Source: an optimization exercise on an open RTL-to-GDS flow (aim: small area, a short achievable clock period and few clock cycles per item). Production flows keep margins and buffers that such runs may drop. In this exercise RTL edits were held to simulation tests only and were not proved equivalent to the original. No activity file was given, so power comes from the tool's default toggle rates.

wip/delta:
Design seq_mult_16bit, start of the top module:
module seq_mult_16bit (
    input  wire         clk,
    input  wire         rst_n,
    input  wire         start,
    input  wire [15:0]  a_in,
    input  wire [15:0]  b_in,
    output wire [31:0]  p_out,
    output reg          done
);
    wire bo0;
    wire bt0;
    wire bn0;
    wire ax0_0;
    wire ax0_1;
    wire ax0_2;
    wire ax0_3;
    wire ax0_4;
    wire ax0_5;
    wire ax0_6;
    wire ax0_7;
    wire ax0_8;
    wire ax0_9;
    wire ax0_10;
    wire ax0_11;
    wire ax0_12;
    wire ax0_13;
    wire ax0_14;
    wire ax0_15;
    wire pp1;
    wire pp2;
    wire pp3;
    wire pp4;
    wire pp5;
    wire pp6;
    wire pp7;
    wire pp8;
    wire pp9;
    wire pp10;
    wire pp11;
    wire pp12;
    wire pp13;
    wire pp14;
    wire pp15;
    wire pp16;
    wire sg17;
    wire sn18;
    wire bo1;
    wire bt1;
    wire bn1;
    wire ax1_0;
    wire ax1_1;
    wire ax1_2;
    wire ax1_3;
    wire ax1_4;
    wire ax1_5;
    wire ax1_6;
    wire ax1_7;
    wire ax1_8;
    wire ax1_9;
    wire ax1_10;
    wire ax1_11;
    wire ax1_12;
    wire ax1_13;
    wire ax1_14;
    wire ax1_15;
    wire pp19;
    wire pp20;
    wire pp21;
    wire pp22;
    wire pp23;
    wire pp24;
    wire pp25;
    wire pp26;
    wire pp27;
    wire pp28;
    wire pp29;
  ...
For scale: roughly 62 flip-flops, about 68 I/O pins, about 7400 um2 of cells after synthesis.
export LEC_CHECK = 0
export ABC_AREA = 1
export CAP_MARGIN = 20
export CORE_MARGIN = 2
export CORE_UTILIZATION = 55
export SETUP_SLACK_MARGIN = 1.0
export SLEW_MARGIN = 20
create_clock -name core_clock -period 4.5 [get_ports {clk}]
standard.sh (not shown) runs the stock make flow with config.mk's settings and CLKGATE_MAP_FILE= SYNTH_SCRIPT=/design/flow/synth_recipe.tcl, a recipe that flattens the netlist after the stock synthesis.
==> flow/flow/run.sh <==
#!/bin/bash
set -euo pipefail
cd "$(dirname "$0")/.."
GRT_SETUP_MARGIN=0.6
bash standard.sh \
  "BUFFER_PORTS_ARGS=-buffer_cell sky130_fd_sc_hd__buf_2" \
  "SYNTH_ARGS=-noabc" \
  cts > flow_make_cts.log 2>&1
bash standard.sh \
  "BUFFER_PORTS_ARGS=-buffer_cell sky130_fd_sc_hd__buf_2" \
  "SYNTH_ARGS=-noabc" \
  "SETUP_SLACK_MARGIN=$GRT_SETUP_MARGIN" \
  finish > flow_make.log 2>&1
Testbench counts of wip/delta, summed over its fixed seeds: cycles 2,400, items 2,400.
### wip/delta -> wip/umber
Settings: CORE_UTILIZATION changed from 55 to 65; SETUP_SLACK_MARGIN changed from 1.0 to 0.6.
==> flow/flow/run.sh <==
#!/bin/bash
set -euo pipefail
cd "$(dirname "$0")/.."
bash standard.sh \
  "BUFFER_PORTS_ARGS=-buffer_cell sky130_fd_sc_hd__buf_2" \
  "SYNTH_ARGS=-noabc" \
  finish > flow_make.log 2>&1
Findings:
- Compared wip/umber vs wip/delta, and multi-input combinational area share is down in wip/umber.
- wip/umber vs. wip/delta: count of plain and timing-repair buffers in the layout increased by about 2.4% relative to the old numbers; die area decreased by about 15% relative to the old numbers; design area decreased by 4.3% relative to the old numbers; layout-stage area growth over the synthesis result decreased by 4.7 points relative to the old numbers; power decreased by about 2.8% relative to the old numbers.
- Critical path depth | wip/umber below wip/delta
- Global-route usage, wip/delta and wip/umber, higher one = wip/umber.
- wip/umber finished every stage and its layout cleared the timing, DRC and antenna checks.
- Comparing wip/delta and wip/umber, the higher setup slack was measured on wip/delta.
- Max-slew headroom at the worst pin (lower): wip/delta
The following lists how wip/sierra was set up differently from wip/umber:
Settings: CTS_CLUSTER_DIAMETER now 100, previously not set; CTS_CLUSTER_SIZE now 32, previously not set; CTS_BUF_LIST now sky130_fd_sc_hd__clkbuf_4 sky130_fd_sc_hd__clkbuf_8, previously not set; SETUP_SLACK_MARGIN now 1.0, was 0.6; CORE_UTILIZATION now 55, was 65.
==> flow/flow/run.sh <==
#!/bin/bash
set -euo pipefail
cd "$(dirname "$0")/.."
GRT_SETUP_MARGIN=0.6
bash standard.sh \
  "BUFFER_PORTS_ARGS=-buffer_cell sky130_fd_sc_hd__buf_1" \
  "SYNTH_ARGS=-noabc" \
  cts > flow_make_cts.log 2>&1
bash standard.sh \
  "BUFFER_PORTS_ARGS=-buffer_cell sky130_fd_sc_hd__buf_1" \
  "SYNTH_ARGS=-noabc" \
  "SETUP_SLACK_MARGIN=$GRT_SETUP_MARGIN" \
  finish > flow_make.log 2>&1
[summary]
- wip/sierra reached the final stage; the timing, DRC and antenna checks on its layout passed.
- Changes observed in wip/sierra relative to wip/umber: sequential power increased about 0.9%, met3 usage in global routing decreased by 2.0 points relative to the old numbers, combinational power grew by about 3%, mean routed wirelength per cell went down by 1.4%.
What wip/zinc does differently from wip/sierra at the input level:
Settings: CORE_UTILIZATION changed from 55 to 45.
==> flow/flow/run.sh <==
#!/bin/bash
set -euo pipefail
cd "$(dirname "$0")/.."
GRT_SETUP_MARGIN=0.6
bash standard.sh \
  "BUFFER_PORTS_ARGS=-buffer_cell sky130_fd_sc_hd__buf_2" \
  "SYNTH_ARGS=-noabc" \
  cts > flow_make_cts.log 2>&1
bash standard.sh \
  "BUFFER_PORTS_ARGS=-buffer_cell sky130_fd_sc_hd__buf_2" \
  "SYNTH_ARGS=-noabc" \
  "SETUP_SLACK_MARGIN=$GRT_SETUP_MARGIN" \
  finish > flow_make.log 2>&1
[summary]
Diff wip/sierra -> wip/zinc: height of the chip went up by about 10%; final total power shows a reduction of 1.1%; longest individual stage delay on the worst path ~0 delta. Compared with wip/sierra, buffer count excluding the clock tree in the final layout in wip/zinc decreased by more than a quarter.
Input changes introduced in wip/quartz (baseline for comparison: wip/zinc):
Settings: changing SETUP_SLACK_MARGIN from 1.0 to 1.1; changing CORE_UTILIZATION from 45 to 55.
Notes after the runs:
- Against wip/zinc, maximum achievable frequency in wip/quartz rose slightly.
- Against wip/zinc, die area in wip/quartz fell by more than 10%.
- Power consumed by combinational cells: lower on wip/zinc
- The final total power in wip/quartz was higher than what wip/zinc gave.
- The design area reported for wip/quartz is greater than that of wip/zinc by 6.3%.
- NOTE via count wip/zinc->wip/quartz increased slightly
- [compare] base=wip/zinc new=wip/quartz: sequential fraction of total cell area moved down; layout clock buffer count saw a decrease.
- Between wip/quartz and wip/zinc, it is wip/quartz whose required time at the worst-slack endpoint is lower, by 1.15 ns.
- The run with more setup slack is wip/quartz; wip/zinc has less.
- On wip/quartz: wire length of the first global-routing pass is about 2.3% higher than what wip/zinc gave.

==> static timing again, ports no longer ideal <==
The flow's constraints put no driver on any port. The routed layouts listed below were extracted and timed again, unchanged, in two steps. Step 1 sets driving cells, clkbuf_16 on the clock port and buf_2 on the other inputs (assumed; they add their load-dependent delay and slew). Step 2 times the ports against the registers' clock, not the clock port: input delays grow and output delays shrink by t, the midpoint of the rising clock arrivals with the driver on. a / b / c = ideal / step 1 / step 2; a / b = the first two.
| run | t, ns | setup WS [ns] | latest minus earliest clock arrival (ns) | worst register clock-pin slew, ns |
|---|---|---|---|---|
| wip/delta | 0.380 | 0.991 / 0.973 / 0.631 | 0.006 / 0.006 | 0.05 / 0.05 |
| wip/umber | 0.384 | 0.696 / 0.721 / 0.337 | 0.006 / 0.005 | 0.05 / 0.05 |
| wip/sierra | 0.409 | 0.963 / 0.952 / 0.543 | 0.008 / 0.009 | 0.07 / 0.07 |
| wip/zinc | 0.405 | 0.942 / 0.942 / 0.550 | 0.013 / 0.013 | 0.07 / 0.07 |
| wip/quartz | 0.408 | 0.961 / 0.923 / 0.640 | 0.006 / 0.007 | 0.07 / 0.07 |
After both steps setup and hold are still met in every run listed. For wip/sierra, which loses most, drivers alone change the setup slack by -0.011 ns; drivers and shift together by -0.420 ns.
